From an optimization exercise on the open Yosys and OpenROAD flow, aimed at small area, a short achievable clock period and few clock cycles; shortcuts taken in it are not production practice.
In this exercise RTL edits were held to simulation tests only and were not proved equivalent to the original.

==> flow/design.v (outline; a module is shown in full before it is edited, if it fits) <==
// module Milestone1: 914 lines
module Milestone1 (
   input  logic            Clock,
   input  logic            resetn,
   input  logic [15:0]     SRAM_read_data,
   input  logic            M1_start,
   output logic [17:0]     SRAM_address,
   output logic [15:0]     SRAM_write_data,
   output logic            SRAM_we_n,
   output logic            M1_end
);
  // ...
==> flow/flow/run.sh <==
#!/bin/bash
# The standard layout, with the timing repair steps asked to leave a larger
# setup margin (the clock and constraints are the design's own).
set -euo pipefail
bash standard.sh SETUP_SLACK_MARGIN=9.3 finish > flow_make.log 2>&1
==> flow/standard.sh <==
#!/bin/bash
# synth_recipe.tcl (not shown) runs the flow's synth.tcl, then flattens the netlist and writes it again
# the make line also repeats each setting of config.mk as NAME=value (left out here)
make -C /OpenROAD-flow-scripts/flow DESIGN_CONFIG=/design/flow/config.mk WORK_HOME=/design/flow/orfs CLKGATE_MAP_FILE= SYNTH_SCRIPT=/design/flow/synth_recipe.tcl "${@:-finish}"
==> flow/config.mk <==
export PLATFORM = sky130hd
export DESIGN_NAME = Milestone1
export DESIGN_NICKNAME = Milestone1
export VERILOG_FILES = /design/flow/design.v
export SDC_FILE = /design/flow/constraint.sdc
export NUM_CORES = 4
export LEC_CHECK = 0
export CAP_MARGIN = 20
export CORE_MARGIN = 2
export CORE_UTILIZATION = 40
export SLEW_MARGIN = 20
==> flow/constraint.sdc <==
create_clock -name core_clock -period 13.0 [get_ports {Clock}]
set_input_delay 2.6000 -clock core_clock [delete_from_list [all_inputs] [get_ports {Clock}]]
set_output_delay 2.6000 -clock core_clock [all_outputs]
set_load 0.01 [all_outputs]
==> results.sh, run 1 <==
export IMPL_hp_class="reg -> reg"
export IMPL_final_cell_mix="inv_1 (376), ha_1 (225), edfxtp_1 (154)"
export IMPL_routed_wl_um=59300
export IMPL_wl_met1_um=27100
export IMPL_worstPathMaxFanout=5
export IMPL_path_delay_family="adder cells"
export IMPL_numPortBuffers=54
export IMPL_clk_latency_ns=0.58
export IMPL_crit_chain="inv_2 > fa_1 > fa_1 > inv_2 > fa_1 > inv_1 > fa_1 > inv_1 > ha_2 > or3_4 > o211ai_1 > nand3_2 > o21a_1 > a21oi_2 > xnor2_2"
export IMPL_cts_sinks=342
export IMPL_grtUsageTotal=0.202
export IMPL_yosys_area_share_adder=0.270
export IMPL_grt_max_degree=72
export IMPL_h_tree_depth=2
export IMPL_overflow=0
export IMPL_status="timing/DRC/antenna clean"
export IMPL_viasPerCell=5.16
export IMPL_buf_share=0.0320
export IMPL_max_clock_path_buffers=3
export IMPL_routedWlPerCell_um=18.9
export IMPL_postLayoutCoreUtil=0.476
export IMPL_whs_endpoint="SRAM_we_n"
export IMPL_yosysMostFrequentCell="inv_1"
Testbench counts, summed over its fixed seeds: cycles 768,104.
==> inputs of run 2 (changes only) <==
==> flow/design.v (replaced) <==
`timescale 1ns/100ps
`default_nettype none
module Milestone1 (
   input  logic            Clock,
   input  logic            resetn,
   input  logic [15:0]     SRAM_read_data,
   input  logic            M1_start,
   output logic [17:0]     SRAM_address,
   output logic [15:0]     SRAM_write_data,
   output logic            SRAM_we_n,
   output logic            M1_end
);
logic        running;
logic        wr_on;
logic [4:0]  cyc;           
logic [7:0]  col;           
logic [17:0] yptr;          
logic [17:0] wptr;          
logic [7:0]  uw [0:5];      
logic [7:0]  vw [0:5];      
logic [7:0]  ulow;          
logic [15:0] vbuf;          
logic [15:0] ybuf;          
logic [8:0]  uo, vo;        
logic [7:0]  bh;            
logic        fsel_u;
logic [7:0]  w0, w1, w2, w3, w4, w5;
logic [7:0]  t0, t1, t3, t4, t5;
logic [8:0]  fp, fq, fs;        
logic [8:0]  fout;
logic        c0, c1, c157, c158, c159;    
assign fsel_u = cyc[3];
assign w0 = fsel_u ? uw[0] : vw[0];
assign w1 = fsel_u ? uw[1] : vw[1];
assign w2 = fsel_u ? uw[2] : vw[2];
assign w3 = fsel_u ? uw[3] : vw[3];
assign w4 = fsel_u ? uw[4] : vw[4];
assign w5 = fsel_u ? uw[5] : vw[5];
assign t0 = c0 ? w2 : (c1 ? w1 : w0);
assign t1 = c0 ? w2 : w1;
assign t3 = c159 ? w2 : w3;
assign t4 = c159 ? w2 : (c158 ? w3 : w4);
assign t5 = c159 ? w2 : (c158 ? w3 : (c157 ? w4 : w5));
always_ff @(posedge Clock) begin
   fp <= {1'b0, t0} + {1'b0, t5};
   fq <= {1'b0, t1} + {1'b0, t4};
   fs <= {1'b0, w2} + {1'b0, t3};
end
logic ft_s0, ft_c0;
logic ft_s1, ft_c1;
logic ft_s2, ft_c2;
logic ft_s3, ft_c3;
logic ft_s4, ft_c4;
logic ft_s5, ft_c5;
logic ft_s6, ft_c6;
logic ft_s7, ft_c7;
logic ft_s8, ft_c8;
logic ft_s9, ft_c9;
logic ft_s10, ft_c10;
logic ft_s11, ft_c11;
logic ft_s12, ft_c12;
logic ft_s13, ft_c13;
logic ft_s14, ft_c14;
logic ft_s15, ft_c15;
logic ft_s16, ft_c16;
logic ft_s17, ft_c17;
logic ft_s18, ft_c18;
logic ft_s19, ft_c19;
logic ft_s20, ft_c20;
logic ft_s21, ft_c21;
logic ft_s22, ft_c22;
logic ft_s23, ft_c23;
logic ft_s24, ft_c24;
logic ft_s25, ft_c25;
logic ft_s26, ft_c26;
logic ft_s27, ft_c27;
logic ft_s28, ft_c28;
logic ft_s29, ft_c29;
logic ft_s30, ft_c30;
logic ft_s31, ft_c31;
logic ft_s32, ft_c32;
logic ft_s33, ft_c33;
logic ft_s34, ft_c34;
logic ft_s35, ft_c35;
logic ft_s36, ft_c36;
logic ft_s37, ft_c37;
logic ft_s38, ft_c38;
logic ft_s39, ft_c39;
logic ft_s40, ft_c40;
logic ft_s41, ft_c41;
logic ft_s42, ft_c42;
logic ft_s43, ft_c43;
logic ft_s44, ft_c44;
logic ft_s45, ft_c45;
logic ft_s46, ft_c46;
logic ft_s47, ft_c47;
logic ft_s48, ft_c48;
logic ft_s49, ft_c49;
logic ft_s50, ft_c50;
logic ft_s51, ft_c51;
logic ft_s52, ft_c52;
logic ft_s53, ft_c53;
logic ft_s54, ft_c54;
logic ft_s55, ft_c55;
logic ft_s56, ft_c56;
logic ft_s57, ft_c57;
logic ft_s58, ft_c58;
logic ft_s59, ft_c59;
logic ft_s60, ft_c60;
logic ft_s61, ft_c61;
logic ft_s62, ft_c62;
logic ft_s63, ft_c63;
logic ft_s64, ft_c64;
logic ft_s65, ft_c65;
logic ft_s66, ft_c66;
logic ft_s67, ft_c67;
logic ft_s68, ft_c68;
logic ft_s69, ft_c69;
logic ft_s70, ft_c70;
logic ft_s71, ft_c71;
logic ft_s72, ft_c72;
logic [16:0] ft_ra, ft_rb, ft_sum;
assign ft_s0 = fp[3] ^ fp[5];
assign ft_c0 = fp[3] & fp[5];
assign ft_s1 = fp[4] ^ fp[6];
assign ft_c1 = fp[4] & fp[6];
assign ft_s2 = fp[1] ^ fp[3];
assign ft_c2 = fp[1] & fp[3];
assign ft_s3 = fp[2] ^ fp[4] ^ fp[6];
assign ft_c3 = (fp[2] & fp[4]) | (fp[2] & fp[6]) | (fp[4] & fp[6]);
assign ft_s4 = ~fq[0] ^ fq[3] ^ fq[4];
assign ft_c4 = (~fq[0] & fq[3]) | (~fq[0] & fq[4]) | (fq[3] & fq[4]);
assign ft_s5 = fp[7] ^ ~fq[1] ^ fq[4];
assign ft_c5 = (fp[7] & ~fq[1]) | (fp[7] & fq[4]) | (~fq[1] & fq[4]);
assign ft_s6 = fq[5] ^ fs[0] ^ fs[2];
assign ft_c6 = (fq[5] & fs[0]) | (fq[5] & fs[2]) | (fs[0] & fs[2]);
assign ft_s7 = ~~fs[7];
assign ft_c7 = ~fs[7];
assign ft_s8 = fp[8] ^ ~fq[2] ^ fq[5];
assign ft_c8 = (fp[8] & ~fq[2]) | (fp[8] & fq[5]) | (~fq[2] & fq[5]);
assign ft_s9 = fq[6] ^ fs[1] ^ fs[3];
assign ft_c9 = (fq[6] & fs[1]) | (fq[6] & fs[3]) | (fs[1] & fs[3]);
assign ft_s10 = ~fs[8] ^ ft_c0 ^ ft_s1;
assign ft_c10 = (~fs[8] & ft_c0) | (~fs[8] & ft_s1) | (ft_c0 & ft_s1);
assign ft_s11 = fp[5] ^ fp[7] ^ ~fq[3];
assign ft_c11 = (fp[5] & fp[7]) | (fp[5] & ~fq[3]) | (fp[7] & ~fq[3]);
assign ft_s12 = fq[6] ^ fq[7] ^ fs[2];
assign ft_c12 = (fq[6] & fq[7]) | (fq[6] & fs[2]) | (fq[7] & fs[2]);
assign ft_s13 = ~(fs[4] ^ ft_c1);
assign ft_c13 = fs[4] | ft_c1;
assign ft_s14 = fp[6] ^ fp[8] ^ ~fq[4];
assign ft_c14 = (fp[6] & fp[8]) | (fp[6] & ~fq[4]) | (fp[8] & ~fq[4]);
assign ft_s15 = fq[7] ^ fq[8] ^ fs[3];
assign ft_c15 = (fq[7] & fq[8]) | (fq[7] & fs[3]) | (fq[8] & fs[3]);
assign ft_s16 = ~fs[5];
assign ft_c16 = fs[5];
assign ft_s17 = fp[7] ^ ~fq[5] ^ fq[8];
assign ft_c17 = (fp[7] & ~fq[5]) | (fp[7] & fq[8]) | (~fq[5] & fq[8]);
assign ft_s18 = fs[4] ^ fs[6];
assign ft_c18 = fs[4] & fs[6];
assign ft_s19 = fp[8] ^ ~fq[6];
assign ft_c19 = fp[8] & ~fq[6];
assign ft_s20 = fp[1] ^ fp[3];
assign ft_c20 = fp[1] & fp[3];
assign ft_s21 = fp[0] ^ fp[2] ^ fp[4];
assign ft_c21 = (fp[0] & fp[2]) | (fp[0] & fp[4]) | (fp[2] & fp[4]);
assign ft_s22 = fq[1] ^ fq[2];
assign ft_c22 = fq[1] & fq[2];
assign ft_s23 = fp[5] ^ fq[2] ^ fq[3];
assign ft_c23 = (fp[5] & fq[2]) | (fp[5] & fq[3]) | (fq[2] & fq[3]);
assign ft_s24 = fs[0] ^ ~fs[5] ^ ft_s2;
assign ft_c24 = (fs[0] & ~fs[5]) | (fs[0] & ft_s2) | (~fs[5] & ft_s2);
assign ft_s25 = ~(fs[1] ^ ~fs[6]);
assign ft_c25 = fs[1] | ~fs[6];
assign ft_s26 = ft_c2 ^ ft_s3 ^ ft_s4;
assign ft_c26 = (ft_c2 & ft_s3) | (ft_c2 & ft_s4) | (ft_s3 & ft_s4);
assign ft_s27 = ft_s7 ^ ft_s0 ^ ft_c3;
assign ft_c27 = (ft_s7 & ft_s0) | (ft_s7 & ft_c3) | (ft_s0 & ft_c3);
assign ft_s28 = ft_c4 ^ ft_s5 ^ ft_s6;
assign ft_c28 = (ft_c4 & ft_s5) | (ft_c4 & ft_s6) | (ft_s5 & ft_s6);
assign ft_s29 = ft_c7 ^ ft_c5 ^ ft_c6;
assign ft_c29 = (ft_c7 & ft_c5) | (ft_c7 & ft_c6) | (ft_c5 & ft_c6);
assign ft_s30 = ft_s8 ^ ft_s9 ^ ft_s10;
assign ft_c30 = (ft_s8 & ft_s9) | (ft_s8 & ft_s10) | (ft_s9 & ft_s10);
assign ft_s31 = ft_c8 ^ ft_c9 ^ ft_s11;
assign ft_c31 = (ft_c8 & ft_c9) | (ft_c8 & ft_s11) | (ft_c9 & ft_s11);
assign ft_s32 = ft_s12 ^ ft_s13 ^ ft_c10;
assign ft_c32 = (ft_s12 & ft_s13) | (ft_s12 & ft_c10) | (ft_s13 & ft_c10);
assign ft_s33 = ft_s16 ^ ft_c11 ^ ft_c12;
assign ft_c33 = (ft_s16 & ft_c11) | (ft_s16 & ft_c12) | (ft_c11 & ft_c12);
assign ft_s34 = ft_c13 ^ ft_s14 ^ ft_s15;
assign ft_c34 = (ft_c13 & ft_s14) | (ft_c13 & ft_s15) | (ft_s14 & ft_s15);
assign ft_s35 = ~(ft_c16 ^ ft_s18);
assign ft_c35 = ft_c16 | ft_s18;
assign ft_s36 = ft_c14 ^ ft_c15 ^ ft_s17;
assign ft_c36 = (ft_c14 & ft_c15) | (ft_c14 & ft_s17) | (ft_c15 & ft_s17);
assign ft_s37 = ~(fs[5] ^ fs[7]);
assign ft_c37 = fs[5] | fs[7];
assign ft_s38 = ft_c18 ^ ft_s19 ^ ft_c17;
assign ft_c38 = (ft_c18 & ft_s19) | (ft_c18 & ft_c17) | (ft_s19 & ft_c17);
assign ft_s39 = ~fq[7] ^ fs[6] ^ fs[8];
assign ft_c39 = (~fq[7] & fs[6]) | (~fq[7] & fs[8]) | (fs[6] & fs[8]);
assign ft_s40 = ~ft_c19;
assign ft_c40 = ft_c19;
assign ft_s41 = ~fq[8] ^ fs[7];
assign ft_c41 = ~fq[8] & fs[7];
assign ft_s42 = fp[0] ^ fp[2];
assign ft_c42 = fp[0] & fp[2];
assign ft_s43 = fq[0] ^ fq[1] ^ ~fs[3];
assign ft_c43 = (fq[0] & fq[1]) | (fq[0] & ~fs[3]) | (fq[1] & ~fs[3]);
assign ft_s44 = ~fs[4] ^ ft_c20 ^ ft_s22;
assign ft_c44 = (~fs[4] & ft_c20) | (~fs[4] & ft_s22) | (ft_c20 & ft_s22);
assign ft_s45 = ft_c22 ^ ft_c21 ^ ft_s23;
assign ft_c45 = (ft_c22 & ft_c21) | (ft_c22 & ft_s23) | (ft_c21 & ft_s23);
assign ft_s46 = ft_s25 ^ ft_c23 ^ ft_c24;
assign ft_c46 = (ft_s25 & ft_c23) | (ft_s25 & ft_c24) | (ft_c23 & ft_c24);
assign ft_s47 = ft_c25 ^ ft_c26 ^ ft_s27;
assign ft_c47 = (ft_c25 & ft_c26) | (ft_c25 & ft_s27) | (ft_c26 & ft_s27);
assign ft_s48 = ft_c27 ^ ft_c28 ^ ft_s29;
assign ft_c48 = (ft_c27 & ft_c28) | (ft_c27 & ft_s29) | (ft_c28 & ft_s29);
assign ft_s49 = ft_c29 ^ ft_s31 ^ ft_s32;
assign ft_c49 = (ft_c29 & ft_s31) | (ft_c29 & ft_s32) | (ft_s31 & ft_s32);
assign ft_s50 = ft_c31 ^ ft_s33 ^ ft_s34;
assign ft_c50 = (ft_c31 & ft_s33) | (ft_c31 & ft_s34) | (ft_s33 & ft_s34);
assign ft_s51 = ft_s35 ^ ft_c33 ^ ft_c34;
assign ft_c51 = (ft_s35 & ft_c33) | (ft_s35 & ft_c34) | (ft_c33 & ft_c34);
assign ft_s52 = ft_s37 ^ ft_c35 ^ ft_c36;
assign ft_c52 = (ft_s37 & ft_c35) | (ft_s37 & ft_c36) | (ft_c35 & ft_c36);
assign ft_s53 = ft_c37 ^ ft_s40 ^ ft_s39;
assign ft_c53 = (ft_c37 & ft_s40) | (ft_c37 & ft_s39) | (ft_s40 & ft_s39);
assign ft_s54 = ~(ft_c40 ^ ft_s41);
assign ft_c54 = ft_c40 | ft_s41;
assign ft_s55 = ~fs[8];
assign ft_c55 = fs[8];
assign ft_s56 = fp[0] ^ ~fs[0];
assign ft_c56 = fp[0] & ~fs[0];
assign ft_s57 = fp[1] ^ ~fs[1];
assign ft_c57 = fp[1] & ~fs[1];
assign ft_s58 = fq[0] ^ ~fs[2] ^ ft_s42;
assign ft_c58 = (fq[0] & ~fs[2]) | (fq[0] & ft_s42) | (~fs[2] & ft_s42);
assign ft_s59 = ft_c42 ^ ft_s20 ^ ft_s43;
assign ft_c59 = (ft_c42 & ft_s20) | (ft_c42 & ft_s43) | (ft_s20 & ft_s43);
assign ft_s60 = ft_c43 ^ ft_s21 ^ ft_s44;
assign ft_c60 = (ft_c43 & ft_s21) | (ft_c43 & ft_s44) | (ft_s21 & ft_s44);
assign ft_s61 = ft_c44 ^ ft_s24 ^ ft_s45;
assign ft_c61 = (ft_c44 & ft_s24) | (ft_c44 & ft_s45) | (ft_s24 & ft_s45);
assign ft_s62 = ft_c45 ^ ft_s26 ^ ft_s46;
assign ft_c62 = (ft_c45 & ft_s26) | (ft_c45 & ft_s46) | (ft_s26 & ft_s46);
assign ft_s63 = ft_s28 ^ ft_c46 ^ ft_s47;
assign ft_c63 = (ft_s28 & ft_c46) | (ft_s28 & ft_s47) | (ft_c46 & ft_s47);
assign ft_s64 = ft_c47 ^ ft_s30 ^ ft_s48;
assign ft_c64 = (ft_c47 & ft_s30) | (ft_c47 & ft_s48) | (ft_s30 & ft_s48);
assign ft_s65 = ft_c30 ^ ft_c48 ^ ft_s49;
assign ft_c65 = (ft_c30 & ft_c48) | (ft_c30 & ft_s49) | (ft_c48 & ft_s49);
assign ft_s66 = ft_c32 ^ ft_s50 ^ ft_c49;
assign ft_c66 = (ft_c32 & ft_s50) | (ft_c32 & ft_c49) | (ft_s50 & ft_c49);
assign ft_s67 = ft_s36 ^ ft_c50 ^ ft_s51;
assign ft_c67 = (ft_s36 & ft_c50) | (ft_s36 & ft_s51) | (ft_c50 & ft_s51);
assign ft_s68 = ft_s38 ^ ft_c51 ^ ft_s52;
assign ft_c68 = (ft_s38 & ft_c51) | (ft_s38 & ft_s52) | (ft_c51 & ft_s52);
assign ft_s69 = ft_c38 ^ ft_s53 ^ ft_c52;
assign ft_c69 = (ft_c38 & ft_s53) | (ft_c38 & ft_c52) | (ft_s53 & ft_c52);
assign ft_s70 = ft_c39 ^ ft_s54 ^ ft_c53;
assign ft_c70 = (ft_c39 & ft_s54) | (ft_c39 & ft_c53) | (ft_s54 & ft_c53);
assign ft_s71 = ft_s55 ^ ft_c41 ^ ft_c54;
assign ft_c71 = (ft_s55 & ft_c41) | (ft_s55 & ft_c54) | (ft_c41 & ft_c54);
assign ft_s72 = ~ft_c55;
assign ft_c72 = ft_c55;
assign ft_ra = {ft_c71, ft_c70, ft_c69, ft_c68, ft_c67, ft_c66, ft_c65, ft_c64, ft_c63, ft_c62, ft_c61, ft_c60, ft_c59, ft_c58, ft_c57, ft_c56, ft_s56};
assign ft_rb = {ft_s72, ft_s71, ft_s70, ft_s69, ft_s68, ft_s67, ft_s66, ft_s65, ft_s64, ft_s63, ft_s62, ft_s61, ft_s60, ft_s59, ft_s58, ft_s57, 1'b1};
assign ft_sum = ft_ra + ft_rb;
assign fout = ft_sum[16:8];
logic [7:0]  ysel;
logic [8:0]  usel, vsel;
logic [24:0] ypr;               
logic [8:0]  xu, xv;
logic [10:0] xu3, xv3;
logic [7:0]  cr, cg, cb;
assign ysel = ybuf[15:8];    
assign usel = cyc[0] ? {uw[2][7], ~uw[2][7], uw[2][6:0]} : uo;
assign vsel = cyc[0] ? {vw[2][7], ~vw[2][7], vw[2][6:0]} : vo;
logic yt_s0, yt_c0;
logic yt_s1, yt_c1;
logic yt_s2, yt_c2;
logic yt_s3, yt_c3;
logic yt_s4, yt_c4;
logic yt_s5, yt_c5;
logic yt_s6, yt_c6;
logic yt_s7, yt_c7;
logic yt_s8, yt_c8;
logic yt_s9, yt_c9;
logic yt_s10, yt_c10;
logic yt_s11, yt_c11;
logic yt_s12, yt_c12;
logic yt_s13, yt_c13;
logic yt_s14, yt_c14;
logic yt_s15, yt_c15;
logic yt_s16, yt_c16;
logic [26:0] yt_ra, yt_rb, yt_sum;
assign yt_s0 = ysel[1] ^ ysel[3];
assign yt_c0 = ysel[1] & ysel[3];
assign yt_s1 = ysel[2] ^ ysel[4] ^ ysel[6];
assign yt_c1 = (ysel[2] & ysel[4]) | (ysel[2] & ysel[6]) | (ysel[4] & ysel[6]);
assign yt_s2 = ysel[0] ^ ysel[3] ^ ysel[5];
assign yt_c2 = (ysel[0] & ysel[3]) | (ysel[0] & ysel[5]) | (ysel[3] & ysel[5]);
assign yt_s3 = ysel[1] ^ ysel[4];
assign yt_c3 = ysel[1] & ysel[4];
assign yt_s4 = ysel[2] ^ ysel[5];
assign yt_c4 = ysel[2] & ysel[5];
assign yt_s5 = ysel[3] ^ ysel[6];
assign yt_c5 = ysel[3] & ysel[6];
assign yt_s6 = ysel[0] ^ ysel[2];
assign yt_c6 = ysel[0] & ysel[2];
assign yt_s7 = ~(ysel[5] ^ yt_s0);
assign yt_c7 = ysel[5] | yt_s0;
assign yt_s8 = ~(yt_c0 ^ yt_s1);
assign yt_c8 = yt_c0 | yt_s1;
assign yt_s9 = ysel[7] ^ yt_c1 ^ yt_s2;
assign yt_c9 = (ysel[7] & yt_c1) | (ysel[7] & yt_s2) | (yt_c1 & yt_s2);
assign yt_s10 = ysel[6] ^ yt_s3 ^ yt_c2;
assign yt_c10 = (ysel[6] & yt_s3) | (ysel[6] & yt_c2) | (yt_s3 & yt_c2);
assign yt_s11 = ysel[7] ^ yt_c3 ^ yt_s4;
assign yt_c11 = (ysel[7] & yt_c3) | (ysel[7] & yt_s4) | (yt_c3 & yt_s4);
assign yt_s12 = ~(yt_c4 ^ yt_s5);
assign yt_c12 = yt_c4 | yt_s5;
assign yt_s13 = ysel[4] ^ ysel[7] ^ yt_c5;
assign yt_c13 = (ysel[4] & ysel[7]) | (ysel[4] & yt_c5) | (ysel[7] & yt_c5);
assign yt_s14 = ~ysel[5];
assign yt_c14 = ysel[5];
assign yt_s15 = ~ysel[6];
assign yt_c15 = ysel[6];
assign yt_s16 = ~ysel[7];
assign yt_c16 = ysel[7];
assign yt_ra = {1'b1, 1'b0, yt_c16, yt_c15, yt_c14, yt_c13, yt_c12, yt_c11, yt_c10, yt_c9, yt_c8, yt_c7, yt_c6, yt_s6, ysel[1], ysel[0], ysel[1], ysel[0], ~ysel[6], ~ysel[5], ~ysel[4], ~ysel[3], ~ysel[2], ~ysel[1], ~ysel[0], 1'b0, 1'b0};
assign yt_rb = {1'b0, 1'b0, 1'b1, yt_s16, yt_s15, yt_s14, yt_s13, yt_s12, yt_s11, yt_s10, yt_s9, yt_s8, yt_s7, ysel[4], ysel[3], ysel[2], 1'b0, ~ysel[7], 1'b1, 1'b0, 1'b1, 1'b0, 1'b0, 1'b0, 1'b1, 1'b0, 1'b0};
assign yt_sum = yt_ra + yt_rb;
always_ff @(posedge Clock) begin
   ypr <= yt_sum[26:2];
   xu  <= usel;
   xv  <= vsel;
   xu3 <= {2'b00, usel} + {1'b0, usel, 1'b0};
   xv3 <= {2'b00, vsel} + {1'b0, vsel, 1'b0};
end
logic rt_s0, rt_c0;
logic rt_s1, rt_c1;
logic rt_s2, rt_c2;
logic rt_s3, rt_c3;
logic rt_s4, rt_c4;
logic rt_s5, rt_c5;
logic rt_s6, rt_c6;
logic rt_s7, rt_c7;
logic rt_s8, rt_c8;
logic rt_s9, rt_c9;
logic rt_s10, rt_c10;
logic rt_s11, rt_c11;
logic rt_s12, rt_c12;
logic rt_s13, rt_c13;
logic rt_s14, rt_c14;
logic rt_s15, rt_c15;
logic rt_s16, rt_c16;
logic rt_s17, rt_c17;
logic rt_s18, rt_c18;
logic rt_s19, rt_c19;
logic rt_s20, rt_c20;
logic rt_s21, rt_c21;
logic rt_s22, rt_c22;
logic rt_s23, rt_c23;
logic rt_s24, rt_c24;
logic rt_s25, rt_c25;
logic rt_s26, rt_c26;
logic rt_s27, rt_c27;
logic rt_s28, rt_c28;
logic rt_s29, rt_c29;
logic rt_s30, rt_c30;
logic rt_s31, rt_c31;
logic rt_s32, rt_c32;
logic rt_s33, rt_c33;
logic rt_s34, rt_c34;
logic rt_s35, rt_c35;
logic rt_s36, rt_c36;
logic rt_s37, rt_c37;
logic rt_s38, rt_c38;
logic rt_s39, rt_c39;
logic [26:0] rt_ra, rt_rb, rt_sum;
assign rt_s0 = ypr[9] ^ xv3[0];
assign rt_c0 = ypr[9] & xv3[0];
assign rt_s1 = ypr[10] ^ xv3[1];
assign rt_c1 = ypr[10] & xv3[1];
assign rt_s2 = ypr[5] ^ xv[0];
assign rt_c2 = ypr[5] & xv[0];
assign rt_s3 = ypr[6] ^ xv[1] ^ xv[4];
assign rt_c3 = (ypr[6] & xv[1]) | (ypr[6] & xv[4]) | (xv[1] & xv[4]);
assign rt_s4 = ypr[7] ^ xv[2] ^ xv[5];
assign rt_c4 = (ypr[7] & xv[2]) | (ypr[7] & xv[5]) | (xv[2] & xv[5]);
assign rt_s5 = ypr[8] ^ xv[3] ^ xv[6];
assign rt_c5 = (ypr[8] & xv[3]) | (ypr[8] & xv[6]) | (xv[3] & xv[6]);
assign rt_s6 = ~(xv[4] ^ xv[7]);
assign rt_c6 = xv[4] | xv[7];
assign rt_s7 = xv[5] ^ xv[8] ^ rt_c0;
assign rt_c7 = (xv[5] & xv[8]) | (xv[5] & rt_c0) | (xv[8] & rt_c0);
assign rt_s8 = ypr[11] ^ xv3[2] ^ xv[6];
assign rt_c8 = (ypr[11] & xv3[2]) | (ypr[11] & xv[6]) | (xv3[2] & xv[6]);
assign rt_s9 = ypr[12] ^ xv3[3];
assign rt_c9 = ypr[12] & xv3[3];
assign rt_s10 = ypr[13] ^ xv3[0] ^ xv3[4];
assign rt_c10 = (ypr[13] & xv3[0]) | (ypr[13] & xv3[4]) | (xv3[0] & xv3[4]);
assign rt_s11 = ypr[14] ^ xv3[1];
assign rt_c11 = ypr[14] & xv3[1];
assign rt_s12 = ypr[15] ^ xv3[2];
assign rt_c12 = ypr[15] & xv3[2];
assign rt_s13 = ypr[16] ^ xv3[3] ^ xv3[7];
assign rt_c13 = (ypr[16] & xv3[3]) | (ypr[16] & xv3[7]) | (xv3[3] & xv3[7]);
assign rt_s14 = ypr[17] ^ xv3[4] ^ xv3[8];
assign rt_c14 = (ypr[17] & xv3[4]) | (ypr[17] & xv3[8]) | (xv3[4] & xv3[8]);
assign rt_s15 = ypr[18] ^ xv3[5];
assign rt_c15 = ypr[18] & xv3[5];
assign rt_s16 = ypr[19] ^ xv3[6] ^ xv3[10];
assign rt_c16 = (ypr[19] & xv3[6]) | (ypr[19] & xv3[10]) | (xv3[6] & xv3[10]);
assign rt_s17 = ypr[20] ^ xv3[7];
assign rt_c17 = ypr[20] & xv3[7];
assign rt_s18 = ypr[2] ^ xv[0];
assign rt_c18 = ypr[2] & xv[0];
assign rt_s19 = ypr[3] ^ xv[1] ^ xv3[5];
assign rt_c19 = (ypr[3] & xv[1]) | (ypr[3] & xv3[5]) | (xv[1] & xv3[5]);
assign rt_s20 = ypr[4] ^ xv[2] ^ xv3[6];
assign rt_c20 = (ypr[4] & xv[2]) | (ypr[4] & xv3[6]) | (xv[2] & xv3[6]);
assign rt_s21 = xv[3] ^ xv3[7] ^ rt_s2;
assign rt_c21 = (xv[3] & xv3[7]) | (xv[3] & rt_s2) | (xv3[7] & rt_s2);
assign rt_s22 = xv3[8] ^ rt_c2 ^ rt_s3;
assign rt_c22 = (xv3[8] & rt_c2) | (xv3[8] & rt_s3) | (rt_c2 & rt_s3);
assign rt_s23 = xv3[9] ^ rt_c3 ^ rt_s4;
assign rt_c23 = (xv3[9] & rt_c3) | (xv3[9] & rt_s4) | (rt_c3 & rt_s4);
assign rt_s24 = xv3[10] ^ rt_c4 ^ rt_s5;
assign rt_c24 = (xv3[10] & rt_c4) | (xv3[10] & rt_s5) | (rt_c4 & rt_s5);
assign rt_s25 = rt_s6 ^ rt_s0 ^ rt_c5;
assign rt_c25 = (rt_s6 & rt_s0) | (rt_s6 & rt_c5) | (rt_s0 & rt_c5);
assign rt_s26 = rt_c6 ^ rt_s1 ^ rt_s7;
assign rt_c26 = (rt_c6 & rt_s1) | (rt_c6 & rt_s7) | (rt_s1 & rt_s7);
assign rt_s27 = rt_c1 ^ rt_s8 ^ rt_c7;
assign rt_c27 = (rt_c1 & rt_s8) | (rt_c1 & rt_c7) | (rt_s8 & rt_c7);
assign rt_s28 = xv[7] ^ rt_s9 ^ rt_c8;
assign rt_c28 = (xv[7] & rt_s9) | (xv[7] & rt_c8) | (rt_s9 & rt_c8);
assign rt_s29 = xv[8] ^ rt_c9 ^ rt_s10;
assign rt_c29 = (xv[8] & rt_c9) | (xv[8] & rt_s10) | (rt_c9 & rt_s10);
assign rt_s30 = xv3[5] ^ rt_s11 ^ rt_c10;
assign rt_c30 = (xv3[5] & rt_s11) | (xv3[5] & rt_c10) | (rt_s11 & rt_c10);
assign rt_s31 = xv3[6] ^ rt_c11 ^ rt_s12;
assign rt_c31 = (xv3[6] & rt_c11) | (xv3[6] & rt_s12) | (rt_c11 & rt_s12);
assign rt_s32 = ~(rt_c12 ^ rt_s13);
assign rt_c32 = rt_c12 | rt_s13;
assign rt_s33 = ~(rt_c13 ^ rt_s14);
assign rt_c33 = rt_c13 | rt_s14;
assign rt_s34 = xv3[9] ^ rt_s15 ^ rt_c14;
assign rt_c34 = (xv3[9] & rt_s15) | (xv3[9] & rt_c14) | (rt_s15 & rt_c14);
assign rt_s35 = ~(rt_c15 ^ rt_s16);
assign rt_c35 = rt_c15 | rt_s16;
assign rt_s36 = ~(rt_s17 ^ rt_c16);
assign rt_c36 = rt_s17 | rt_c16;
assign rt_s37 = ypr[21] ^ xv3[8] ^ rt_c17;
assign rt_c37 = (ypr[21] & xv3[8]) | (ypr[21] & rt_c17) | (xv3[8] & rt_c17);
assign rt_s38 = ypr[22] ^ xv3[9];
assign rt_c38 = ypr[22] & xv3[9];
assign rt_s39 = ypr[23] ^ xv3[10];
assign rt_c39 = ypr[23] & xv3[10];
assign rt_ra = {rt_c39, rt_c38, rt_c37, rt_c36, rt_c35, rt_c34, rt_c33, rt_c32, rt_c31, rt_c30, rt_c29, rt_c28, rt_c27, rt_c26, rt_c25, rt_c24, rt_c23, rt_c22, rt_c21, rt_c20, rt_c19, rt_c18, rt_s18, ypr[1], ypr[0], xv3[1], xv3[0]};
assign rt_rb = {ypr[24], rt_s39, rt_s38, rt_s37, rt_s36, rt_s35, rt_s34, rt_s33, rt_s32, rt_s31, rt_s30, rt_s29, rt_s28, rt_s27, rt_s26, rt_s25, rt_s24, rt_s23, rt_s22, rt_s21, rt_s20, rt_s19, xv3[4], xv3[3], xv3[2], 1'b0, 1'b0};
assign rt_sum = rt_ra + rt_rb;
logic gt_s0, gt_c0;
logic gt_s1, gt_c1;
logic gt_s2, gt_c2;
logic gt_s3, gt_c3;
logic gt_s4, gt_c4;
logic gt_s5, gt_c5;
logic gt_s6, gt_c6;
logic gt_s7, gt_c7;
logic gt_s8, gt_c8;
logic gt_s9, gt_c9;
logic gt_s10, gt_c10;
logic gt_s11, gt_c11;
logic gt_s12, gt_c12;
logic gt_s13, gt_c13;
logic gt_s14, gt_c14;
logic gt_s15, gt_c15;
logic gt_s16, gt_c16;
logic gt_s17, gt_c17;
logic gt_s18, gt_c18;
logic gt_s19, gt_c19;
logic gt_s20, gt_c20;
logic gt_s21, gt_c21;
logic gt_s22, gt_c22;
logic gt_s23, gt_c23;
logic gt_s24, gt_c24;
logic gt_s25, gt_c25;
logic gt_s26, gt_c26;
logic gt_s27, gt_c27;
logic gt_s28, gt_c28;
logic gt_s29, gt_c29;
logic gt_s30, gt_c30;
logic gt_s31, gt_c31;
logic gt_s32, gt_c32;
logic gt_s33, gt_c33;
logic gt_s34, gt_c34;
logic gt_s35, gt_c35;
logic gt_s36, gt_c36;
logic gt_s37, gt_c37;
logic gt_s38, gt_c38;
logic gt_s39, gt_c39;
logic gt_s40, gt_c40;
logic gt_s41, gt_c41;
logic gt_s42, gt_c42;
logic gt_s43, gt_c43;
logic gt_s44, gt_c44;
logic gt_s45, gt_c45;
logic gt_s46, gt_c46;
logic gt_s47, gt_c47;
logic gt_s48, gt_c48;
logic gt_s49, gt_c49;
logic gt_s50, gt_c50;
logic gt_s51, gt_c51;
logic gt_s52, gt_c52;
logic gt_s53, gt_c53;
logic gt_s54, gt_c54;
logic gt_s55, gt_c55;
logic gt_s56, gt_c56;
logic gt_s57, gt_c57;
logic gt_s58, gt_c58;
logic gt_s59, gt_c59;
logic gt_s60, gt_c60;
logic gt_s61, gt_c61;
logic gt_s62, gt_c62;
logic gt_s63, gt_c63;
logic gt_s64, gt_c64;
logic [26:0] gt_ra, gt_rb, gt_sum;
assign gt_s0 = ypr[3] ^ ~xu3[2];
assign gt_c0 = ypr[3] & ~xu3[2];
assign gt_s1 = ypr[4] ^ ~xu3[3];
assign gt_c1 = ypr[4] & ~xu3[3];
assign gt_s2 = ypr[5] ^ ~xu3[4];
assign gt_c2 = ypr[5] & ~xu3[4];
assign gt_s3 = ypr[6] ^ ~xu3[5];
assign gt_c3 = ypr[6] & ~xu3[5];
assign gt_s4 = ypr[7] ^ ~xu3[6];
assign gt_c4 = ypr[7] & ~xu3[6];
assign gt_s5 = ypr[8] ^ ~xu[0] ^ ~xu3[7];
assign gt_c5 = (ypr[8] & ~xu[0]) | (ypr[8] & ~xu3[7]) | (~xu[0] & ~xu3[7]);
assign gt_s6 = ypr[9] ^ ~xu[1];
assign gt_c6 = ypr[9] & ~xu[1];
assign gt_s7 = ypr[10] ^ ~xu[2] ^ ~xu3[9];
assign gt_c7 = (ypr[10] & ~xu[2]) | (ypr[10] & ~xu3[9]) | (~xu[2] & ~xu3[9]);
assign gt_s8 = ypr[11] ^ ~xu3[0] ^ ~xu[3];
assign gt_c8 = (ypr[11] & ~xu3[0]) | (ypr[11] & ~xu[3]) | (~xu3[0] & ~xu[3]);
assign gt_s9 = ~xu3[10] ^ ~xv[1];
assign gt_c9 = ~xu3[10] & ~xv[1];
assign gt_s10 = ypr[12] ^ ~xu3[1] ^ ~xu[4];
assign gt_c10 = (ypr[12] & ~xu3[1]) | (ypr[12] & ~xu[4]) | (~xu3[1] & ~xu[4]);
assign gt_s11 = ~(~xv3[0] ^ ~xv[2]);
assign gt_c11 = ~xv3[0] | ~xv[2];
assign gt_s12 = ypr[13] ^ ~xu3[2] ^ ~xu[5];
assign gt_c12 = (ypr[13] & ~xu3[2]) | (ypr[13] & ~xu[5]) | (~xu3[2] & ~xu[5]);
assign gt_s13 = ~(~xv3[1] ^ ~xv[3]);
assign gt_c13 = ~xv3[1] | ~xv[3];
assign gt_s14 = ypr[14] ^ ~xu3[3] ^ ~xu[6];
assign gt_c14 = (ypr[14] & ~xu3[3]) | (ypr[14] & ~xu[6]) | (~xu3[3] & ~xu[6]);
assign gt_s15 = ~xv3[2] ^ ~xv[4];
assign gt_c15 = ~xv3[2] & ~xv[4];
assign gt_s16 = ypr[15] ^ ~xu3[4] ^ ~xu[7];
assign gt_c16 = (ypr[15] & ~xu3[4]) | (ypr[15] & ~xu[7]) | (~xu3[4] & ~xu[7]);
assign gt_s17 = ~xv3[3] ^ ~xv[5];
assign gt_c17 = ~xv3[3] & ~xv[5];
assign gt_s18 = ypr[16] ^ ~xu3[5] ^ ~xu[8];
assign gt_c18 = (ypr[16] & ~xu3[5]) | (ypr[16] & ~xu[8]) | (~xu3[5] & ~xu[8]);
assign gt_s19 = ~xv3[4] ^ ~xv[6];
assign gt_c19 = ~xv3[4] & ~xv[6];
assign gt_s20 = ypr[17] ^ ~xu3[6] ^ ~xv3[5];
assign gt_c20 = (ypr[17] & ~xu3[6]) | (ypr[17] & ~xv3[5]) | (~xu3[6] & ~xv3[5]);
assign gt_s21 = ypr[18] ^ ~xu3[7] ^ ~xv3[6];
assign gt_c21 = (ypr[18] & ~xu3[7]) | (ypr[18] & ~xv3[6]) | (~xu3[7] & ~xv3[6]);
assign gt_s22 = ypr[1] ^ ~xu3[0];
assign gt_c22 = ypr[1] & ~xu3[0];
assign gt_s23 = ypr[2] ^ ~xu3[1];
assign gt_c23 = ypr[2] & ~xu3[1];
assign gt_s24 = ~(~xv[0] ^ ~xv[5]);
assign gt_c24 = ~xv[0] | ~xv[5];
assign gt_s25 = ~xv[1] ^ ~xv[6] ^ gt_c0;
assign gt_c25 = (~xv[1] & ~xv[6]) | (~xv[1] & gt_c0) | (~xv[6] & gt_c0);
assign gt_s26 = ~xv[2] ^ ~xv[7] ^ gt_c1;
assign gt_c26 = (~xv[2] & ~xv[7]) | (~xv[2] & gt_c1) | (~xv[7] & gt_c1);
assign gt_s27 = ~xv[3] ^ ~xv[8] ^ gt_c2;
assign gt_c27 = (~xv[3] & ~xv[8]) | (~xv[3] & gt_c2) | (~xv[8] & gt_c2);
assign gt_s28 = ~(~xv[4] ^ gt_c3);
assign gt_c28 = ~xv[4] | gt_c3;
assign gt_s29 = ~(~xv[5] ^ gt_c4);
assign gt_c29 = ~xv[5] | gt_c4;
assign gt_s30 = ~xu3[8] ^ ~xv[6] ^ gt_s6;
assign gt_c30 = (~xu3[8] & ~xv[6]) | (~xu3[8] & gt_s6) | (~xv[6] & gt_s6);
assign gt_s31 = ~xv[0] ^ ~xv[7] ^ gt_c6;
assign gt_c31 = (~xv[0] & ~xv[7]) | (~xv[0] & gt_c6) | (~xv[7] & gt_c6);
assign gt_s32 = ~xv[8] ^ gt_s9 ^ gt_c7;
assign gt_c32 = (~xv[8] & gt_s9) | (~xv[8] & gt_c7) | (gt_s9 & gt_c7);
assign gt_s33 = gt_c9 ^ gt_s11 ^ gt_c8;
assign gt_c33 = (gt_c9 & gt_s11) | (gt_c9 & gt_c8) | (gt_s11 & gt_c8);
assign gt_s34 = gt_c11 ^ gt_s13 ^ gt_c10;
assign gt_c34 = (gt_c11 & gt_s13) | (gt_c11 & gt_c10) | (gt_s13 & gt_c10);
assign gt_s35 = gt_c13 ^ gt_s15 ^ gt_c12;
assign gt_c35 = (gt_c13 & gt_s15) | (gt_c13 & gt_c12) | (gt_s15 & gt_c12);
assign gt_s36 = gt_c15 ^ gt_s17 ^ gt_c14;
assign gt_c36 = (gt_c15 & gt_s17) | (gt_c15 & gt_c14) | (gt_s17 & gt_c14);
assign gt_s37 = gt_c17 ^ gt_s19 ^ gt_c16;
assign gt_c37 = (gt_c17 & gt_s19) | (gt_c17 & gt_c16) | (gt_s19 & gt_c16);
assign gt_s38 = ~xv[7] ^ gt_c19 ^ gt_c18;
assign gt_c38 = (~xv[7] & gt_c19) | (~xv[7] & gt_c18) | (gt_c19 & gt_c18);
assign gt_s39 = ~(~xv[8] ^ gt_c20);
assign gt_c39 = ~xv[8] | gt_c20;
assign gt_s40 = ypr[19] ^ ~xu3[8] ^ ~xv3[7];
assign gt_c40 = (ypr[19] & ~xu3[8]) | (ypr[19] & ~xv3[7]) | (~xu3[8] & ~xv3[7]);
assign gt_s41 = ypr[20] ^ ~xu3[9];
assign gt_c41 = ypr[20] & ~xu3[9];
assign gt_s42 = ypr[21] ^ ~xu3[10];
assign gt_c42 = ypr[21] & ~xu3[10];
assign gt_s43 = ~~xv[3];
assign gt_c43 = ~xv[3];
assign gt_s44 = ~xv[4] ^ gt_c22 ^ gt_s23;
assign gt_c44 = (~xv[4] & gt_c22) | (~xv[4] & gt_s23) | (gt_c22 & gt_s23);
assign gt_s45 = gt_c23 ^ gt_s24 ^ gt_s0;
assign gt_c45 = (gt_c23 & gt_s24) | (gt_c23 & gt_s0) | (gt_s24 & gt_s0);
assign gt_s46 = gt_c24 ^ gt_s1 ^ gt_s25;
assign gt_c46 = (gt_c24 & gt_s1) | (gt_c24 & gt_s25) | (gt_s1 & gt_s25);
assign gt_s47 = gt_s2 ^ gt_c25 ^ gt_s26;
assign gt_c47 = (gt_s2 & gt_c25) | (gt_s2 & gt_s26) | (gt_c25 & gt_s26);
assign gt_s48 = gt_s3 ^ gt_c26 ^ gt_s27;
assign gt_c48 = (gt_s3 & gt_c26) | (gt_s3 & gt_s27) | (gt_c26 & gt_s27);
assign gt_s49 = gt_s4 ^ gt_s28 ^ gt_c27;
assign gt_c49 = (gt_s4 & gt_s28) | (gt_s4 & gt_c27) | (gt_s28 & gt_c27);
assign gt_s50 = gt_c28 ^ gt_s29 ^ gt_s5;
assign gt_c50 = (gt_c28 & gt_s29) | (gt_c28 & gt_s5) | (gt_s29 & gt_s5);
assign gt_s51 = gt_c5 ^ gt_c29 ^ gt_s30;
assign gt_c51 = (gt_c5 & gt_c29) | (gt_c5 & gt_s30) | (gt_c29 & gt_s30);
assign gt_s52 = gt_s7 ^ gt_c30 ^ gt_s31;
assign gt_c52 = (gt_s7 & gt_c30) | (gt_s7 & gt_s31) | (gt_c30 & gt_s31);
assign gt_s53 = gt_s8 ^ gt_c31 ^ gt_s32;
assign gt_c53 = (gt_s8 & gt_c31) | (gt_s8 & gt_s32) | (gt_c31 & gt_s32);
assign gt_s54 = gt_s10 ^ gt_c32 ^ gt_s33;
assign gt_c54 = (gt_s10 & gt_c32) | (gt_s10 & gt_s33) | (gt_c32 & gt_s33);
assign gt_s55 = gt_s12 ^ gt_c33 ^ gt_s34;
assign gt_c55 = (gt_s12 & gt_c33) | (gt_s12 & gt_s34) | (gt_c33 & gt_s34);
assign gt_s56 = gt_s14 ^ gt_c34 ^ gt_s35;
assign gt_c56 = (gt_s14 & gt_c34) | (gt_s14 & gt_s35) | (gt_c34 & gt_s35);
assign gt_s57 = gt_s16 ^ gt_c35 ^ gt_s36;
assign gt_c57 = (gt_s16 & gt_c35) | (gt_s16 & gt_s36) | (gt_c35 & gt_s36);
assign gt_s58 = gt_s18 ^ gt_c36 ^ gt_s37;
assign gt_c58 = (gt_s18 & gt_c36) | (gt_s18 & gt_s37) | (gt_c36 & gt_s37);
assign gt_s59 = gt_s20 ^ gt_c37 ^ gt_s38;
assign gt_c59 = (gt_s20 & gt_c37) | (gt_s20 & gt_s38) | (gt_c37 & gt_s38);
assign gt_s60 = gt_s21 ^ gt_s39 ^ gt_c38;
assign gt_c60 = (gt_s21 & gt_s39) | (gt_s21 & gt_c38) | (gt_s39 & gt_c38);
assign gt_s61 = gt_c21 ^ gt_s40 ^ gt_c39;
assign gt_c61 = (gt_c21 & gt_s40) | (gt_c21 & gt_c39) | (gt_s40 & gt_c39);
assign gt_s62 = ~xv3[8] ^ gt_s41 ^ gt_c40;
assign gt_c62 = (~xv3[8] & gt_s41) | (~xv3[8] & gt_c40) | (gt_s41 & gt_c40);
assign gt_s63 = ~xv3[9] ^ gt_c41 ^ gt_s42;
assign gt_c63 = (~xv3[9] & gt_c41) | (~xv3[9] & gt_s42) | (gt_c41 & gt_s42);
assign gt_s64 = ypr[22] ^ ~xv3[10] ^ gt_c42;
assign gt_c64 = (ypr[22] & ~xv3[10]) | (ypr[22] & gt_c42) | (~xv3[10] & gt_c42);
assign gt_ra = {ypr[24], gt_c64, gt_c63, gt_c62, gt_c61, gt_c60, gt_c59, gt_c58, gt_c57, gt_c56, gt_c55, gt_c54, gt_c53, gt_c52, gt_c51, gt_c50, gt_c49, gt_c48, gt_c47, gt_c46, gt_c45, gt_c44, gt_c43, gt_s43, ypr[0], ~xv[1], ~xv[0]};
assign gt_rb = {1'b0, ypr[23], gt_s64, gt_s63, gt_s62, gt_s61, gt_s60, gt_s59, gt_s58, gt_s57, gt_s56, gt_s55, gt_s54, gt_s53, gt_s52, gt_s51, gt_s50, gt_s49, gt_s48, gt_s47, gt_s46, gt_s45, gt_s44, gt_s22, ~xv[2], 1'b0, 1'b1};
assign gt_sum = gt_ra + gt_rb;
logic bt_s0, bt_c0;
logic bt_s1, bt_c1;
logic bt_s2, bt_c2;
logic bt_s3, bt_c3;
logic bt_s4, bt_c4;
logic bt_s5, bt_c5;
logic bt_s6, bt_c6;
logic bt_s7, bt_c7;
logic bt_s8, bt_c8;
logic bt_s9, bt_c9;
logic bt_s10, bt_c10;
logic bt_s11, bt_c11;
logic bt_s12, bt_c12;
logic bt_s13, bt_c13;
logic bt_s14, bt_c14;
logic bt_s15, bt_c15;
logic bt_s16, bt_c16;
logic bt_s17, bt_c17;
logic bt_s18, bt_c18;
logic bt_s19, bt_c19;
logic bt_s20, bt_c20;
logic bt_s21, bt_c21;
logic bt_s22, bt_c22;
logic bt_s23, bt_c23;
logic bt_s24, bt_c24;
logic bt_s25, bt_c25;
logic bt_s26, bt_c26;
logic bt_s27, bt_c27;
logic bt_s28, bt_c28;
logic bt_s29, bt_c29;
logic bt_s30, bt_c30;
logic bt_s31, bt_c31;
logic bt_s32, bt_c32;
logic bt_s33, bt_c33;
logic bt_s34, bt_c34;
logic bt_s35, bt_c35;
logic [26:0] bt_ra, bt_rb, bt_sum;
assign bt_s0 = ypr[8] ^ xu[0];
assign bt_c0 = ypr[8] & xu[0];
assign bt_s1 = ypr[9] ^ xu[1];
assign bt_c1 = ypr[9] & xu[1];
assign bt_s2 = ypr[10] ^ xu[2];
assign bt_c2 = ypr[10] & xu[2];
assign bt_s3 = ypr[11] ^ xu[3];
assign bt_c3 = ypr[11] & xu[3];
assign bt_s4 = ypr[5] ^ xu[0];
assign bt_c4 = ypr[5] & xu[0];
assign bt_s5 = ypr[6] ^ xu[1] ^ xu3[5];
assign bt_c5 = (ypr[6] & xu[1]) | (ypr[6] & xu3[5]) | (xu[1] & xu3[5]);
assign bt_s6 = ypr[7] ^ xu[2] ^ xu3[6];
assign bt_c6 = (ypr[7] & xu[2]) | (ypr[7] & xu3[6]) | (xu[2] & xu3[6]);
assign bt_s7 = xu[3] ^ xu3[7] ^ xu3[10];
assign bt_c7 = (xu[3] & xu3[7]) | (xu[3] & xu3[10]) | (xu3[7] & xu3[10]);
assign bt_s8 = xu[4] ^ xu3[8] ^ bt_c0;
assign bt_c8 = (xu[4] & xu3[8]) | (xu[4] & bt_c0) | (xu3[8] & bt_c0);
assign bt_s9 = xu[5] ^ xu3[9] ^ bt_c1;
assign bt_c9 = (xu[5] & xu3[9]) | (xu[5] & bt_c1) | (xu3[9] & bt_c1);
assign bt_s10 = xu[6] ^ xu3[10] ^ bt_c2;
assign bt_c10 = (xu[6] & xu3[10]) | (xu[6] & bt_c2) | (xu3[10] & bt_c2);
assign bt_s11 = ypr[12] ^ xu[4] ^ xu[7];
assign bt_c11 = (ypr[12] & xu[4]) | (ypr[12] & xu[7]) | (xu[4] & xu[7]);
assign bt_s12 = ypr[13] ^ xu[5];
assign bt_c12 = ypr[13] & xu[5];
assign bt_s13 = ypr[1] ^ xu3[0];
assign bt_c13 = ypr[1] & xu3[0];
assign bt_s14 = ypr[2] ^ xu3[1] ^ xu3[4];
assign bt_c14 = (ypr[2] & xu3[1]) | (ypr[2] & xu3[4]) | (xu3[1] & xu3[4]);
assign bt_s15 = ypr[3] ^ xu3[2] ^ xu3[5];
assign bt_c15 = (ypr[3] & xu3[2]) | (ypr[3] & xu3[5]) | (xu3[2] & xu3[5]);
assign bt_s16 = ypr[4] ^ xu3[3] ^ xu3[6];
assign bt_c16 = (ypr[4] & xu3[3]) | (ypr[4] & xu3[6]) | (xu3[3] & xu3[6]);
assign bt_s17 = xu3[4] ^ xu3[7] ^ bt_s4;
assign bt_c17 = (xu3[4] & xu3[7]) | (xu3[4] & bt_s4) | (xu3[7] & bt_s4);
assign bt_s18 = xu3[8] ^ bt_c4 ^ bt_s5;
assign bt_c18 = (xu3[8] & bt_c4) | (xu3[8] & bt_s5) | (bt_c4 & bt_s5);
assign bt_s19 = xu3[9] ^ bt_c5 ^ bt_s6;
assign bt_c19 = (xu3[9] & bt_c5) | (xu3[9] & bt_s6) | (bt_c5 & bt_s6);
assign bt_s20 = bt_s0 ^ bt_c6 ^ bt_s7;
assign bt_c20 = (bt_s0 & bt_c6) | (bt_s0 & bt_s7) | (bt_c6 & bt_s7);
assign bt_s21 = bt_s1 ^ bt_c7 ^ bt_s8;
assign bt_c21 = (bt_s1 & bt_c7) | (bt_s1 & bt_s8) | (bt_c7 & bt_s8);
assign bt_s22 = bt_s2 ^ bt_c8 ^ bt_s9;
assign bt_c22 = (bt_s2 & bt_c8) | (bt_s2 & bt_s9) | (bt_c8 & bt_s9);
assign bt_s23 = bt_s3 ^ bt_c9 ^ bt_s10;
assign bt_c23 = (bt_s3 & bt_c9) | (bt_s3 & bt_s10) | (bt_c9 & bt_s10);
assign bt_s24 = bt_c3 ^ bt_s11 ^ bt_c10;
assign bt_c24 = (bt_c3 & bt_s11) | (bt_c3 & bt_c10) | (bt_s11 & bt_c10);
assign bt_s25 = xu[8] ^ bt_s12 ^ bt_c11;
assign bt_c25 = (xu[8] & bt_s12) | (xu[8] & bt_c11) | (bt_s12 & bt_c11);
assign bt_s26 = ypr[14] ^ xu[6] ^ bt_c12;
assign bt_c26 = (ypr[14] & xu[6]) | (ypr[14] & bt_c12) | (xu[6] & bt_c12);
assign bt_s27 = ypr[15] ^ xu[0] ^ xu[7];
assign bt_c27 = (ypr[15] & xu[0]) | (ypr[15] & xu[7]) | (xu[0] & xu[7]);
assign bt_s28 = ypr[16] ^ xu[1] ^ xu[8];
assign bt_c28 = (ypr[16] & xu[1]) | (ypr[16] & xu[8]) | (xu[1] & xu[8]);
assign bt_s29 = ypr[17] ^ xu[2];
assign bt_c29 = ypr[17] & xu[2];
assign bt_s30 = ypr[18] ^ xu[3];
assign bt_c30 = ypr[18] & xu[3];
assign bt_s31 = ypr[19] ^ xu[4];
assign bt_c31 = ypr[19] & xu[4];
assign bt_s32 = ypr[20] ^ xu[5];
assign bt_c32 = ypr[20] & xu[5];
assign bt_s33 = ypr[21] ^ xu[6];
assign bt_c33 = ypr[21] & xu[6];
assign bt_s34 = ypr[22] ^ xu[7];
assign bt_c34 = ypr[22] & xu[7];
assign bt_s35 = ypr[23] ^ xu[8];
assign bt_c35 = ypr[23] & xu[8];
assign bt_ra = {bt_c35, bt_c34, bt_c33, bt_c32, bt_c31, bt_c30, bt_c29, bt_c28, bt_c27, bt_c26, bt_c25, bt_c24, bt_c23, bt_c22, bt_c21, bt_c20, bt_c19, bt_c18, bt_c17, bt_c16, bt_c15, bt_c14, bt_c13, bt_s13, ypr[0], xu3[1], xu3[0]};
assign bt_rb = {ypr[24], bt_s35, bt_s34, bt_s33, bt_s32, bt_s31, bt_s30, bt_s29, bt_s28, bt_s27, bt_s26, bt_s25, bt_s24, bt_s23, bt_s22, bt_s21, bt_s20, bt_s19, bt_s18, bt_s17, bt_s16, bt_s15, bt_s14, xu3[3], xu3[2], 1'b0, 1'b0};
assign bt_sum = bt_ra + bt_rb;
function automatic logic [7:0] clip(input logic [26:0] v);
   if (v[26])               clip = 8'd0;
   else if (v[25] | v[24])  clip = 8'd255;
   else                     clip = v[23:16];
endfunction
assign cr = clip(rt_sum);
assign cg = clip(gt_sum);
assign cb = clip(bt_sum);
logic [17:0] caddr_sum;
logic [17:0] caddr;
assign caddr_sum = yptr + (yptr[0] ? 18'd76804 : 18'd115204);
assign caddr = {1'b0, caddr_sum[17:1]};
always_ff @(posedge Clock or negedge resetn) begin
   if (~resetn) begin
      running   <= 1'b0;
      M1_end    <= 1'b0;
      SRAM_we_n <= 1'b1;
      wr_on     <= 1'b0;
   end else begin
      if (~running) begin
         SRAM_we_n <= 1'b1;
         if (M1_start) begin
            running <= 1'b1;
            M1_end  <= 1'b0;
            wr_on   <= 1'b0;
         end
      end else begin
         SRAM_we_n <= ~(wr_on & (cyc[1] | cyc[2] | cyc[3]));
         if (cyc[3] & c0) wr_on <= 1'b1;
         if (cyc[4] & (yptr == 18'd38401)) begin
            running <= 1'b0;
            M1_end  <= 1'b1;
         end
      end
   end
end
always_ff @(posedge Clock) begin
   if (~running & M1_start) begin
      cyc  <= 5'b00001;
      col  <= 8'd155;
      {c157, c158, c159, c0, c1} <= 5'd0;
      yptr <= 18'h3fffc;       
      wptr <= 18'd146929;      
      SRAM_address <= 18'd57600;
   end else begin
      cyc <= {cyc[3:0], cyc[4]};
      if (cyc[4]) SRAM_address <= caddr;
      if (cyc[0]) begin
         SRAM_address <= yptr;
         yptr <= yptr + 18'd1;
      end
      if (cyc[1] | cyc[2] | cyc[3]) begin
         SRAM_address <= wptr;
         wptr <= wptr + 18'd1;
      end
      if (cyc[2]) begin
         col  <= c159 ? 8'd0 : col + 8'd1;
         c157 <= (col == 8'd156);
         c158 <= c157;
         c159 <= c158;
         c0   <= c159;
         c1   <= c0;
      end
   end
   if (cyc[4]) uo <= fout;
   if (cyc[0]) vo <= fout;
   bh <= cb;
   if (cyc[1]) SRAM_write_data <= {cr, cg};
   else if (cyc[2]) SRAM_write_data <= {bh, cr};
   else SRAM_write_data <= {cg, cb};
   if (cyc[2]) begin
      uw[0] <= uw[1]; uw[1] <= uw[2]; uw[2] <= uw[3]; uw[3] <= uw[4]; uw[4] <= uw[5];
      vw[0] <= vw[1]; vw[1] <= vw[2]; vw[2] <= vw[3]; vw[3] <= vw[4]; vw[4] <= vw[5];
      if (~yptr[0]) begin         
         uw[5] <= SRAM_read_data[15:8];
         ulow  <= SRAM_read_data[7:0];
         vw[5] <= vbuf[15:8];
      end else begin              
         uw[5] <= ulow;
         vw[5] <= vbuf[7:0];
         vbuf  <= SRAM_read_data;
      end
   end
   if (cyc[3]) ybuf <= SRAM_read_data;
   else if (cyc[0]) ybuf[15:8] <= ybuf[7:0];
end
endmodule
==> flow/flow/run.sh (replaced) <==
#!/bin/bash
# The standard layout, with the timing repair steps asked to leave a larger
# setup margin (the clock and constraints are the design's own).
set -euo pipefail
bash standard.sh SETUP_SLACK_MARGIN=8.8 finish > flow_make.log 2>&1
==> flow/config.mk (replaced) <==
export PLATFORM = sky130hd
export DESIGN_NAME = Milestone1
export DESIGN_NICKNAME = Milestone1
export VERILOG_FILES = /design/flow/design.v
export SDC_FILE = /design/flow/constraint.sdc
export NUM_CORES = 4
export LEC_CHECK = 0
export CAP_MARGIN = 20
export CORE_MARGIN = 2
export CORE_UTILIZATION = 55
export SLEW_MARGIN = 20
==> run 2 against run 1 <==
Synthesized cell count down 0.40%; critical path depth fell by 1; hold slack better by 0.0093 ns; non-clock buffer count is 8 lower; clock-buffer cell count is 9 higher; cell count down 7.9%; clock skew shrank 0.0034 ns; via count down 0.51%; global-route usage increased by 7.0 points; critical endpoint is now vo[7].
==> results.sh, run 2 <==
export IMPL_top_regs="uw x48, vw x48, ypr x24"
export IMPL_worstPathMaxFanout=4
export IMPL_synth_distinct_cells=72
export IMPL_setup_slack_ns=8.79
export IMPL_cp_required_ns=13.29
export IMPL_cts_tree="done"
export IMPL_grtUsageTotal=0.272
export IMPL_drv_slew=0
export IMPL_holdWs_ns=0.443
export IMPL_finalHoldViolations=0
export IMPL_cap_viol_max_count=0
export IMPL_dp_hpwl_um=45300
export IMPL_grt_max_degree=75
export IMPL_vias=16100
export IMPL_rsz0062_at_grt="true"
export IMPL_core_area_um2=40900
export IMPL_async_flop_share=0.0117
export IMPL_fill_cells=3313
export IMPL_antenna_found_initial=1
export IMPL_ys_ff_latch=343
export IMPL_root_buffer="clkbuf_16"
export IMPL_layout_commonest_cell="inv_1"
export IMPL_die_height_um=208
export IMPL_grt_pass1_wl_um=91000
export IMPL_cts_hold_buf=0
export IMPL_tightest_slew_ns=1.01
export IMPL_finClkSkew_ns=0.0192
export IMPL_routedWlPerCell_um=20.3
export IMPL_cts_buffers=39
export IMPL_synthesis_area_um2=22900
export IMPL_numPortBuffers=54
export IMPL_yosys_top_cells_area="edfxtp_1 (20%), dfxtp_1 (16%), fa_1 (13%)"
export IMPL_fin_nets=2737
export IMPL_rows=74
export IMPL_ys_warn_count=3
export IMPL_start_util=0.559
export IMPL_layout_worst_path_cycle_share=0.324
export IMPL_h_tree_depth=2
export IMPL_fp_dieW_um=208
export IMPL_max_stage_delay_ns=0.50
export IMPL_dr_first_iter_drc_count=1048
export IMPL_clk_latency_ns=0.55
export IMPL_pre_cts_slack_ns=8.44
export IMPL_final_cell_mix="inv_1 (355), ha_1 (222), edfxtp_1 (154)"
export IMPL_clock_fmax_ghz=0.237
export IMPL_ys_top_cells_by_count="inv_1 (373), ha_1 (234), dfxtp_1 (185)"
export IMPL_cts_sinks=343
export IMPL_synth_seq_area_share=0.368
export IMPL_synth_edf_count=154
export IMPL_hp_class="reg -> reg"
export IMPL_area_delta_synth_final_pct=14.4
export IMPL_io_pins=55
export IMPL_crit_chain="ha_4 > fa_2 > fa_1 > fa_1 > inv_1 > fa_1 > inv_1 > ha_2 > or3_4 > o31ai_4 > o21ai_2 > o21a_1 > nor2_2 > xnor2_2"
export IMPL_synth_fp_nets=2656
export IMPL_ant_nets=0
export IMPL_slew_headroom=0.320
export IMPL_clk_pin_slew_worst_paths_ns=0.07
export IMPL_arrival_ns=4.50
export IMPL_yosysMostFrequentCell="inv_1"
export IMPL_register_area_um2=8540
export IMPL_max_clock_path_buffers=3
export IMPL_overflow=0
export IMPL_worst_path_max_delay_cell="fa_1"
export IMPL_worstSetupStartpointType="flop"
export IMPL_critical_path_class="reg -> reg"
export IMPL_drc=0
export IMPL_routed_wl_um=58700
export IMPL_avgSynthCellArea_um2=10.2
export IMPL_cp_end_kind="flop"
export IMPL_gp_congestion=0.906
export IMPL_setup_viol=0
export IMPL_final_layout_size_suffix_gt1_frac=0.138
export IMPL_yosysTopAreaCell="edfxtp_1"
export IMPL_status="timing/DRC/antenna clean"
export IMPL_multi_input_area_um2=13400
export IMPL_ys_flop_type="dfxtp_1"
export IMPL_viasPerCell=5.57
export IMPL_grt_pass1_vias=15900
export IMPL_synth_top_area_frac=0.202
export IMPL_syn_inst=2250
export IMPL_setup_tns_ns=0
export IMPL_layout_min_cycle_time_ns=4.21
export IMPL_cp_common_cell="fa_1"
export IMPL_drtPass1Iterations=5
export IMPL_num_antenna_cells=0
export IMPL_die_area_um2=43300
run 2: cell types whose count changed in the layout (fill, tap and decap cells not counted), sizes merged, moves of 14 or more:
| cell | delta |
|---|---|
| buf | -44 |
| clkdlybuf4s50 | +35 |
| inv | -28 |
| nand3 | +17 |
| nor2 | -25 |
| nor3 | +14 |
| o21ai | +19 |
run 2: path summary, 6_finish.rpt:
kind                              to  cells past startpoint  slack (ns)  startpoint
max                            vo[7]                     14        8.79       fp[4]
min                         vw[2][2]                      0        0.44    vw[3][2]
max reg2reg                    vo[7]                     14        8.79       fp[4]
min reg2reg                 vw[2][2]                      0        0.44    vw[3][2]
max in group asynchronous  SRAM_we_n                      1       10.50      resetn
min in group asynchronous     M1_end                      1        2.26      resetn
run 2: kinds of logic after synthesis:
family	Yosys count	synth area share
AO/OA/AOI/OAI	422	0.116
XOR/XNOR	110	0.0421
adder cells (fa/ha/maj)	387	0.262
buffers and inverters	437	0.0721
flip-flops	343	0.368
multiplexers	93	0.0437
AND/OR/NAND/NOR	458	0.0958
run 2: critical path: cells and delay by family, from the launching register on:
family	cells	cell delay (ns)
xor gates and xnor gates	1	0.08
buffers and inverters	2	0.11
adders and majority gates	6	2.27
DFF	1	0.36
AOI/OAI and AO/OA	3	0.64
and+or+nand+nor	2	0.50
run 2: final cells by class:
type                    instances  area share
inverters                     373      0.0536
flip-flops and latches        343       0.326
clock buffers                  52      0.0407
well taps                     532      0.0254
repair buffers                102      0.0354
clock inverters                18     0.00874
multi-input cells            1472       0.510
run 2: stage by stage:
step                      std cells  instance area [um2]   util
after global placement         2781                24000  0.585
after detailed placement       2781                24000  0.585
after global routing           2892                26200  0.640
final                          2892                26200  0.640
after CTS                      2866                25600  0.626
after floorplan                2250                22900      -
run 2: layer usage:
metal  track usage  routed length (um)  up-vias  share of wire
li1              -                   -     7788              -
met1         0.388               27000     7882           0.46
met2         0.438               27500      381           0.47
met3        0.0456                3290       61          0.056
met4        0.0545                 915        0          0.016
met5             0                   0        -              0
run 2: what timing repair did:
item | CTS | global route
pin swaps | 15 | 46
cloned | 1 | 1
setup buffers | 14 | 25
gates resized for setup | 75 | 113
setup endpoints to repair | 37 | 40
Testbench counts of run 2, summed over its fixed seeds: cycles 768,104.

-- what the ideal ports hide --
How much do the figures lean on ideal ports? The routed layouts below were timed once more, with nothing changed but the port constraints. Step 1, drivers: a clkbuf_16 drives Clock and a buf_2 each remaining input, both assumed. Step 2 moves the port delays by t, midway between the first and last clock arrival at a register: inputs arrive t later, outputs are due t later. That takes back most of the time a late clock gives input paths. Three values: no drivers, after step 1, after step 2; two values: the first two.
run	shift t [ns]	setup slack, ns	worst setup path after step 2	worst slew at a driven data input, ns
run 1	0.625	8.773 / 8.773 / 8.773	register to register	0.08
run 2	0.607	8.786 / 8.786 / 8.661	input to register	0.04
After both steps setup and hold are still met in every run listed. The setup slack of run 2, which loses most, moves by 0.000 ns with the drivers and by -0.125 ns with both steps.
